From an optimization exercise on the open Yosys and OpenROAD flow, aimed at small area, a short achievable clock period and few clock cycles; shortcuts taken in it are not production practice. The RTL was checked by simulation tests, not by an equivalence proof against the original design. No activity file was given, so power comes from the tool's default toggle rates.

`design/flow/config.mk`:
```
export PLATFORM = sky130hd
export DESIGN_NAME = Top
export DESIGN_NICKNAME = Top
export VERILOG_FILES = /design/flow/design.v
export SDC_FILE = /design/flow/constraint.sdc
export NUM_CORES = 4
export LEC_CHECK = 0
export ABC_AREA = 1
export CAP_MARGIN = 10
export CORE_MARGIN = 2
export CORE_UTILIZATION = 65
export CTS_BUF_LIST = sky130_fd_sc_hd__clkbuf_8
export CTS_CLUSTER_DIAMETER = 45
export CTS_CLUSTER_SIZE = 20
export PLACE_DENSITY = 0.75
export SETUP_SLACK_MARGIN = 4.3
export SLEW_MARGIN = 10
```
`design/flow/design.v`:
```
module Top(
    Clk,
    Reset,
    Data_in,
    Wr_En,
    Outputs,
    Re
    );
    input wire Clk;
    input wire Reset;
    input wire Wr_En;
    input wire [3:0] Data_in;
    output wire Outputs;
    output wire Re;
    reg       wr_q;
    reg [3:0] din_q;
    always @(posedge Clk or negedge Reset)
        if (~Reset) wr_q <= 1'b0;
        else        wr_q <= Wr_En;
    always @(posedge Clk) din_q <= Data_in;
    reg [9:0] dsel;
    always @(posedge Clk) begin : dec
        integer k;
        for (k = 0; k < 10; k = k + 1) dsel[k] <= (Data_in == k);
    end
    localparam ST_WR = 2'd0, ST_HUF = 2'd1, ST_OUT = 2'd2;
    reg [1:0] st;
    reg [8:0] wc;         
    reg [1:0] ph;         
    reg       gdone;      
    reg [3:0] hs;         
    reg [3:0] hso;        
    wire wactive = wr_q | (wc[8] & ~gdone);
    wire ins     = wactive & ph[1];
    wire first   = wr_q & (wc == 9'd0);
    wire [2:0] hin = wr_q ? din_q[3:1] : 3'd0;
    wire       lin = din_q[0];
    reg  [6:0] acc;
    reg  [1:0] lsb;
    wire [6:0] acc5 = {acc[4:0], 2'b00} + acc + {4'd0, hin};
    wire [9:0] grp  = {lsb[0], lsb[1], lin, acc5};
    always @(posedge Clk) begin
        if (wactive) begin
            if (ph == 2'd0) begin acc <= {4'd0, hin}; lsb[0] <= lin; end
            else            begin acc <= acc5;        lsb[1] <= lin; end
        end
    end
    localparam NG = 86;
    reg  [NG*10-1:0] ring;
    wire [9:0] slot0 = ring[9:0];
    always @(posedge Clk)
        ring <= {(ins ? grp : slot0), ring[NG*10-1:10]};
    reg [7:0] cnt  [0:9];
    reg  [7:0] cur;
    always @* begin : rd
        integer k;
        cur = 8'd0;
        for (k = 0; k < 10; k = k + 1) cur = cur | (cnt[k] & {8{dsel[k]}});
    end
    wire [7:0] inc = cur + 8'd1;
    reg  [9:0] cand;
    reg  [9:0] C1, C2;    
    reg  [7:0] v1, v2;    
    reg  [5:0] vacc;
    reg        multi;     
    reg  [9:0] bh, bl;    
    integer i;
    always @* begin
        for (i = 0; i < 10; i = i + 1) begin
            bh[i] = |({cnt[i][1], cnt[i][3], cnt[i][5], cnt[i][7]} & hso);
            bl[i] = |({cnt[i][0], cnt[i][2], cnt[i][4], cnt[i][6]} & hso);
        end
    end
    function two;    
        input [9:0] x;
        integer k;
        reg seen;
        begin
            two = 1'b0; seen = 1'b0;
            for (k = 0; k < 10; k = k + 1) begin
                two = two | (x[k] & seen);
                seen = seen | x[k];
            end
        end
    endfunction
    wire [9:0] cand0 = hs[2] ? ~C1 : 10'h3ff;
    wire [9:0] cin   = hso[0] ? cand0 : cand;
    wire [9:0] zh    = cin & ~bh;
    wire [9:0] c1s   = (|zh) ? zh : cin;
    wire [9:0] zl    = c1s & ~bl;
    wire [9:0] ce    = (|zl) ? zl : c1s;
    wire [1:0] ve    = {~|zh, ~|zl};
    always @(posedge Clk) begin
        cand <= ce;
        vacc <= {vacc[3:0], ve};
        if (st == ST_HUF) begin
            if (hs == 4'd3) begin C1 <= ce; v1 <= {vacc, ve}; end
            if (hs == 4'd7) begin C2 <= ce; v2 <= {vacc, ve}; end
            if (hs == 4'd4) multi <= |c1rest;
        end
    end
    function [9:0] lowest;
        input [9:0] x;
        integer k;
        reg seen;
        begin
            seen = 1'b0;
            for (k = 0; k < 10; k = k + 1) begin
                lowest[k] = x[k] & ~seen;
                seen = seen | x[k];
            end
        end
    endfunction
    function [3:0] enc;
        input [9:0] oh;
        begin
            enc[0] = oh[1] | oh[3] | oh[5] | oh[7] | oh[9];
            enc[1] = oh[2] | oh[3] | oh[6] | oh[7];
            enc[2] = oh[4] | oh[5] | oh[6] | oh[7];
            enc[3] = oh[8] | oh[9];
        end
    endfunction
    wire [9:0] c1lo   = lowest(C1);
    wire [9:0] c1rest = C1 & ~c1lo;
    wire [9:0] m1  = c1lo;
    wire [9:0] m2  = lowest(multi ? c1rest : C2);
    wire       multi_n = |c1rest;
    wire [7:0] v2e = multi ? v1 : v2;
    wire [3:0] m2b = enc(m2);
    wire [7:0] s   = v1 + v2e;
    wire       hufu = (st == ST_HUF) && (hs == 4'd8);
    wire       upd  = hufu && (v2e != 8'hff);
    wire       cwr  = (st == ST_WR) && wr_q;
    wire [7:0] cbus = (upd ? s : inc) & {8{~first}};
    always @(posedge Clk) begin
        for (i = 0; i < 10; i = i + 1)
            if (first | (cwr & dsel[i]) | (upd & (m1[i] | m2[i])))
                cnt[i] <= cbus | {8{upd & m1[i]}};
    end
    reg  [99:0] ncr;
    reg  [3:0]  rot;
    reg         p_v;
    reg  [2:0]  p_n;
    reg  [3:0]  p_1, p_2;
    wire [3:0]  m1b = enc(m1);
    function [9:0] apply;
        input [9:0] e;
        input [3:0] a1, a2;
        begin
            if (e[9:6] == a1)      apply = {a2, e[4:0], 1'b0};
            else if (e[9:6] == a2) apply = {e[9:6], e[4:0], 1'b1};
            else                   apply = e;
        end
    endfunction
    wire [3:0] rot5   = (rot >= 4'd5) ? rot - 4'd5 : rot + 4'd5;
    wire       ncinit = wr_q && (wc < 9'd10);
    wire [9:0] e0 = ncinit ? {rot,  6'd1} : p_v ? apply(ncr[9:0],   p_1, p_2) : ncr[9:0];
    wire [9:0] e5 = ncinit ? {rot5, 6'd1} : p_v ? apply(ncr[59:50], p_1, p_2) : ncr[59:50];
    always @(posedge Clk)
        ncr <= {e0, ncr[99:60], e5, ncr[49:10]};
    always @(posedge Clk) begin
        if (upd) begin p_1 <= m1b; p_2 <= m2b; end
    end
    always @(posedge Clk or negedge Reset) begin
        if (~Reset) begin
            p_v <= 1'b0; p_n <= 3'd0; rot <= 4'd0;
        end else begin
          rot <= (rot == 4'd9) ? 4'd0 : rot + 4'd1;
          if (upd) begin
            p_v <= 1'b1; p_n <= 3'd5;
        end else if (p_v) begin
            p_n <= p_n - 3'd1;
            if (p_n == 3'd1) p_v <= 1'b0;
          end
        end
    end
    reg [9:0] nonff;
    always @* for (i = 0; i < 10; i = i + 1) nonff[i] = ~&cnt[i];
    wire fewer2 = ~two(nonff);
    reg [6:0] P;         
    reg [6:0] ng;        
    reg [10:0] qx;       
    reg [11:0] qh;       
    reg       hv, xv, h85, x85;
    reg [1:0] hidx;
    wire       attap = (P[2:0] == 3'd0);
    reg  [9:0] tap;
    always @* begin
        case (P[6:3])
            4'd0: tap = ring[  0*10 +: 10];
            4'd1: tap = ring[  8*10 +: 10];
            4'd2: tap = ring[ 16*10 +: 10];
            4'd3: tap = ring[ 24*10 +: 10];
            4'd4: tap = ring[ 32*10 +: 10];
            4'd5: tap = ring[ 40*10 +: 10];
            4'd6: tap = ring[ 48*10 +: 10];
            4'd7: tap = ring[ 56*10 +: 10];
            4'd8: tap = ring[ 64*10 +: 10];
            4'd9: tap = ring[ 72*10 +: 10];
            default: tap = ring[ 80*10 +: 10];
        endcase
    end
    wire [6:0] tv  = tap[6:0];
    wire [2:0] th0 = (tv >= 7'd100) ? 3'd4 : (tv >= 7'd75) ? 3'd3 :
                     (tv >= 7'd50)  ? 3'd2 : (tv >= 7'd25) ? 3'd1 : 3'd0;
    wire [10:0] tapd = {tap[9:7], th0, tv[4:0]};
    reg  [4:0] k25;
    always @* begin
        case (qx[7:5])
            3'd1: k25 = 5'd25;
            3'd2: k25 = 5'd18;
            3'd3: k25 = 5'd11;
            3'd4: k25 = 5'd4;
            default: k25 = 5'd0;
        endcase
    end
    wire [4:0] qr = qx[4:0] - k25;
    reg  [5:0] r5d;
    always @* begin
        case (qr)
            5'd0: r5d = 6'b000000;
            5'd1: r5d = 6'b000001;
            5'd2: r5d = 6'b000010;
            5'd3: r5d = 6'b000011;
            5'd4: r5d = 6'b000100;
            5'd5: r5d = 6'b001000;
            5'd6: r5d = 6'b001001;
            5'd7: r5d = 6'b001010;
            5'd8: r5d = 6'b001011;
            5'd9: r5d = 6'b001100;
            5'd10: r5d = 6'b010000;
            5'd11: r5d = 6'b010001;
            5'd12: r5d = 6'b010010;
            5'd13: r5d = 6'b010011;
            5'd14: r5d = 6'b010100;
            5'd15: r5d = 6'b011000;
            5'd16: r5d = 6'b011001;
            5'd17: r5d = 6'b011010;
            5'd18: r5d = 6'b011011;
            5'd19: r5d = 6'b011100;
            5'd20: r5d = 6'b100000;
            5'd21: r5d = 6'b100001;
            5'd22: r5d = 6'b100010;
            5'd23: r5d = 6'b100011;
            5'd24: r5d = 6'b100100;
            default: r5d = 6'b000000;
        endcase
    end
    wire [11:0] qdec = {qx[7:5], qx[10], r5d[5:3], qx[9], r5d[2:0], qx[8]};
    reg [3:0] hdig;
    always @* begin
        case (hidx)
            2'd0: hdig = qh[11:8];
            2'd1: hdig = qh[7:4];
            default: hdig = qh[3:0];
        endcase
    end
    reg [3:0] nd;
    reg       ndv, nd8;
    reg [3:0] sc;        
    reg [5:0] S;
    reg       rep;
    reg       out_r, re_r;
    assign Outputs = out_r;
    assign Re      = re_r;
    wire       sempty = (S == 6'b100000);
    reg  [3:0] ndpos;
    reg        pvalid;
    wire [3:0] ndp5   = (ndpos >= 4'd5) ? ndpos - 4'd5 : ndpos;
    wire       nready = !(p_v && ndp5 < {1'b0, p_n});
    wire       take   = (st == ST_OUT) && nready && sempty && !rep && pvalid;
    wire       hpop   = hv && (!ndv || take) && (sc == 4'd9) && (hidx == 2'd2 || h85);
    wire       move   = xv && (hpop || !hv);
    wire       fetch  = gdone && attap && !xv;
    wire [4:0] pd = {1'b0, nd} + 5'd9 - {1'b0, rot};
    wire [3:0] pos = (pd >= 5'd10) ? pd - 5'd10 : pd[3:0];
    always @(posedge Clk) ndpos <= pos;
    reg  [5:0] c;
    always @* begin
        c = 6'd0;
        for (i = 0; i < 10; i = i + 1) if (ndpos == i) c = ncr[10*i +: 6];
    end
    reg  [5:0] tf;
    always @* begin
        if      (c[5]) tf = {c[4:0], 1'b1};
        else if (c[4]) tf = {c[3:0], 2'b10};
        else if (c[3]) tf = {c[2:0], 3'b100};
        else if (c[2]) tf = {c[1:0], 4'b1000};
        else if (c[1]) tf = {c[0],   5'b10000};
        else           tf = 6'b100000;
    end
    always @(posedge Clk or negedge Reset) begin
        if (~Reset) begin
            st <= ST_WR; wc <= 9'd0; ph <= 2'd0; gdone <= 1'b0; hs <= 4'd0; hso <= 4'b0001;
            hv <= 1'b0; xv <= 1'b0; h85 <= 1'b0; x85 <= 1'b0;
            hidx <= 2'd0; ndv <= 1'b0; nd8 <= 1'b0; sc <= 4'd0; pvalid <= 1'b0;
            S <= 6'b100000; rep <= 1'b0; out_r <= 1'b0; re_r <= 1'b0;
        end else begin
            if (wr_q) wc <= wc + 9'd1;
            if (wactive) ph <= ph[1] ? 2'd0 : ph + 2'd1;
            if (ins && !wr_q) begin
                gdone <= 1'b1;
            end
            if (wr_q && wc == 9'd255) st <= ST_HUF;
            if (st == ST_HUF) begin
                if (hs == 4'd0 && fewer2) begin
                    st <= ST_OUT;
                end else if (hs == 4'd8) begin
                    hs <= 4'd0;
                    if (v2e == 8'hff) st <= ST_OUT;
                end else if (hs == 4'd4 && multi_n) begin
                    hs  <= 4'd8;
                    hso <= 4'b0001;
                end else begin
                    hs  <= hs + 4'd1;
                    hso <= {hso[2:0], hso[3]};
                end
            end
            if (hpop || !hv) begin
                hv <= xv; h85 <= x85; hidx <= 2'd0;
            end
            if (fetch) begin
                xv <= 1'b1; x85 <= (ng == 7'd85);
            end else if (move)
                xv <= 1'b0;
            pvalid <= ndv && !take;
            if (!ndv || take) begin
                if (sc != 4'd9) begin
                    ndv <= 1'b1; nd8 <= (sc == 4'd8); sc <= sc + 4'd1;
                end else if (hv) begin
                    ndv <= 1'b1; nd8 <= 1'b0;
                    if (!hpop) hidx <= hidx + 2'd1;
                end else
                    ndv <= 1'b0;
            end
            if (!sempty) begin
                out_r <= S[5]; re_r <= 1'b1; S <= {S[4:0], 1'b0};
            end else if (rep) begin
                re_r <= 1'b1; rep <= 1'b0;
            end else begin
                re_r <= 1'b0;
                if (take) begin
                    S   <= tf;
                    rep <= nd8 && (tf != 6'b100000);
                end
            end
        end
    end
    always @(posedge Clk) begin
        if (ins && !wr_q) begin
            P  <= 7'd11;
            ng <= 7'd3;
        end else if (gdone) begin
            if (fetch) begin
                P  <= (P >= 7'd84) ? P - 7'd84 : P + 7'd2;
                ng <= (ng == 7'd85) ? 7'd0 : ng + 7'd1;
            end else
                P  <= (P == 7'd0) ? 7'd85 : P - 7'd1;
        end
        if (move)  qh <= qdec;
        if (fetch) qx <= tapd;
        if (!ndv || take) begin
            if (sc != 4'd9) nd <= sc;
            else            nd <= hdig;
        end
    end
endmodule
```
`design/flow/run.sh`:
```
#!/bin/bash
# synth_recipe.tcl (not shown) runs the flow's synth.tcl, then flattens the netlist and writes it again
# the make line also repeats each setting of config.mk as NAME=value (left out here)
make -C /OpenROAD-flow-scripts/flow DESIGN_CONFIG=/design/flow/config.mk WORK_HOME=/design/flow/orfs CLKGATE_MAP_FILE= SYNTH_SCRIPT=/design/flow/synth_recipe.tcl finish
```
`design/flow/constraint.sdc`:
```
create_clock -name core_clock -period 7.0 [get_ports {Clk}]
set_input_delay 1.4000 -clock core_clock [delete_from_list [all_inputs] [get_ports {Clk}]]
set_output_delay 1.4000 -clock core_clock [all_outputs]
set_load 0.01 [all_outputs]
```
==> run summary <==
## cells in the mapped netlist, drive strengths merged, types with 4 or more instances
library cell,number,area share
a21o,4,0.00084
a21oi,92,0.013
a221oi,8,0.0020
a22o,8,0.0020
a31oi,18,0.0032
buf,41,0.0064
clkbuf,23,0.0025
dfrtp,51,0.036
dfxtp,1008,0.57
edfxtp,161,0.14
fa,5,0.0028
ha,69,0.024
inv,264,0.028
nand2,577,0.062
nand3,179,0.026
nand3b,7,0.0015
nand4,51,0.0091
nor2,180,0.020
nor3,23,0.0032
nor4,11,0.0021
o2111a,6,0.0019
o2111ai,9,0.0027
o211ai,16,0.0035
o21ai,128,0.018
o21bai,4,0.00084
o22ai,16,0.0028
or2,13,0.0023
xnor2,9,0.0022
xor2,28,0.0069
## metal layers
metal,vias to the layer above,share of wire,track usage
met2,676,0.48,0.4408
met3,180,0.054,0.04304
met1,10259,0.43,0.3496
met4,0,0.040,0.1078
li1,10308,-,-
met5,-,0,0
## registers in the layout, indices dropped and copies added (netlist names), 8 cells and up
register,cells
wc,9
qx,11
ncr,100
ring,860
v1,8
C2,10
C1,10
v2,8
qh,12
cand,10
dsel,10
cnt,80
## layout by cell type, fill, tap and decap left out, types with 11 or more instances in the layout
cell type   count
inv_1         251
buf_4          79
nand3_2        15
clkinvlp_4     14
nor2_4         12
nand4_1        50
ha_1           63
a21oi_1        85
inv_6          11
edfxtp_1      161
nand3_1       161
o21ai_1        11
clkbuf_8      100
nand2_2        45
nor2_1        150
o21ai_0       109
inv_2          13
o211ai_1       15
xor2_1         27
a31oi_1        17
nor3_1         19
o22ai_1        16
dfrtp_1        48
nor2_2         20
dfxtp_1       999
nand2_1       522
## worst paths after layout
kind	cells after the start	slack, ns	end	start
max	17	4.17	cnt[9][6]	multi
min in group asynchronous	2	0.81	re_r	Reset
max in group asynchronous	2	5.60	hs[2]	Reset
max reg2reg	17	4.17	cnt[9][6]	multi
min reg2reg	0	0.32	ring[367]	ring[377]
min	0	0.32	ring[367]	ring[377]
## what timing repair did
action,4_1_cts,5_1_grt
endpoints found under the setup margin,236,225
gates cloned,1,6
hold endpoints to repair,0,0
setup buffers,31,46
resized for setup,92,125
pin swaps,12,33
## critical path, delay by kind of cell, from the launching register on
kind / cells / cell delay, ns
AND/OR/NAND/NOR: 8 / 0.63
adder cells (fa/ha/maj): 2 / 0.56
AO/OA/AOI/OAI: 4 / 0.52
buffers and inverters: 3 / 0.45
flip-flops: 1 / 0.44
## cells by family (layout without fill, tap and decap cells)
group / after synthesis / after routing / synth area share
AO/OA/AOI/OAI: 342 / 342 / 0.05928
flip-flops: 1222 / 1222 / 0.7402
multiplexers: 1 / 1 / 0.0002813
buffers and inverters: 330 / 540 / 0.03699
AND/OR/NAND/NOR: 1047 / 1050 / 0.1271
XOR/XNOR: 37 / 37 / 0.009106
adder cells (fa/ha/maj): 74 / 74 / 0.02707
other: 0 / 2 / 0
## per-stage QoR
step                      total power [uW]  cells  utilization
final                                14030   3964       0.7403
after global routing                 14570   3963       0.7403
after CTS                            13970   3910       0.7245
after detailed placement              9860   3712       0.6740
after global placement                9785   3712       0.6740
after floorplan                       9252   3053            -
## cell type report
type,instances,area [sq um]
clock inverter,66,714.4
sequential,1222,26370
inverter,266,1036
multi-input combinational,1504,8618
antenna,2,5.005
tap,696,870.8
timing repair inverter,1,5.005
fill,3570,14030
timing repair buffer,107,1005
clock buffer,100,1376
## power by group through the flow
stage          Combinational [uW]  Sequential (uW)  Clock [uW]
6_report                     1580             8390        4060
5_1_grt                      1720             8470        4380
4_1_cts                      1450             8390        4130
3_5_place_dp                 1340             8520           0
3_3_place_gp                 1290             8500           0
2_1_floorplan                 893             8360           0
==> results_dict.tcl <==
set metrics [dict create \
    status "timing/DRC/antenna clean" \
    slew_headroom 0.3202 \
    setup_tns_ns 0 \
    arrival_ns 3.31 \
    synth_edf_count 161 \
    avgSynthCellArea_sq_um 11.66 \
    sw_frac_of_total 0.2714 \
    antenna_found_initial 2 \
    worstSetupPathType "reg2reg" \
    synth_fp_nets 3134 \
    powerDensity_nw_per_um2 350.7 \
    min_path_type "reg2reg" \
    seq_power_share 0.598 \
    hold_buffers 0 \
    dpl.hpwl_um 47680 \
    path_common_cell "nand2_1" \
    wirelength_um 76030 \
    switchingPower_uw 3807 \
    cp-end-kind "flop" \
    setup_ws_ns 4.168 \
    yosysSeqAreaShare 0.7402 \
    wl_per_cell_um 19.18 \
    htree_levels 3 \
    drtPass1Iterations 8 \
    synth.distinct_cells 72 \
    core-area_sq_um 54030 \
    place_area_sq_um 36410 \
    fin_area_sq_um 40000 \
    routabilityCongestion 0.9749 \
    setup.worst_path.start_class "flop" \
    synthFlopType "dfxtp_1" \
    fin_crit_sh 0.4046 \
    ant_nets 0 \
    cts_tree "yes" \
    first_global_vias 20784 \
    clk_pin_slew_ns 0.10 \
    p_int_uw 10220 \
    root_buffer "clkbuf_8" \
    dr_total_vias 21423 \
    fp.dieH_um 238.0 \
    clk_path_buf_depth 3 \
    synth-async-reset-ratio 0.04337 \
    slowest_delay_ns 0.44 \
    die-area_sq_um 56640 \
    start_util 0.6587 \
    drive_gt1_frac 0.1408 \
    fin_skew_ns 0.05551 \
    syn2layout_area_growth_pct 12.38 \
    io_buffer_count 8 \
    synth_cells 3053 \
    cts_made_buffers 94 \
    hold_viol 0 \
    grt_max_degree 54 \
    slew_viol_final 0 \
    crit_fanout 5 \
    syn-cell-area_sq_um 35590 \
    crit_required_ns 7.48 \
    crit_chain "buf_12, buf_4, nand2_1, nand2_2, ha_4, fa_2, a21oi_2, o21bai_2, nand2_1, nand2_1, a21oi_2, nand2_1, nand2_1, o21ai_2, nand2_4, buf_12, nand2_2" \
    cts_sinks 1222 \
    holdWs_ns 0.3165 \
    p_comb_frac 0.113 \
    grt_pass1_wl_um 115200 \
    io_pins 9 \
    yosys_warnings 2 \
    period_needed_ns 2.832 \
    via_per_inst 5.404 \
    drt_iter0_drc 1752 \
    ir_drop_mv 0.3654 \
    slowest_stage "edfxtp_1" \
    p_leak_uw 0.01686 \
    detailedPlace.worstSlack_ns 3.431 \
    grt_setup_unrepaired "true" \
    grt_overflow 0 \
    finalNetCount 3277 \
    rows 85 \
    finalSetupViolations 0 \
    max-cap-violations 0 \
    grt_use_total 0.2650 \
    worstMarginPinSlew_ns 1.016 \
    max_freq_mhz 353.1 \
    clock_latency_ns 0.74 \
    die_w_um 238.0 \
    clkPwrFrac 0.289 \
    route.detailed.drc 0 \
    ys_seq_elements 1222 \
]
Testbench counts, summed over its fixed seeds: cycles 11,427.

[what the ideal ports hide]
In the flow no input, the clock included, has a driving cell. The finished layout below was timed again as built, in two steps. Step 1 sets driving cells, clkbuf_16 on the clock port and buf_2 on the other inputs (assumed; they add their load-dependent delay and slew). Step 2 moves the port delays by t, midway between the first and last clock arrival at a register: inputs arrive t later, outputs are due t later. That takes back most of the time a late clock gives input paths. Slacks: no drivers / after step 1 / after step 2; pairs: no drivers / after step 1.
t, ns: 0.774
slack for setup (ns): 4.168 / 4.168 / 4.168
worst setup path at the end: register to register
worst register clock-pin slew, ns: 0.12 / 0.12
worst slew at a driven data input, ns: 0.03
After both steps this run still meets setup and hold. For this run, drivers alone change the setup slack by 0.000 ns; drivers and shift together by 0.000 ns.
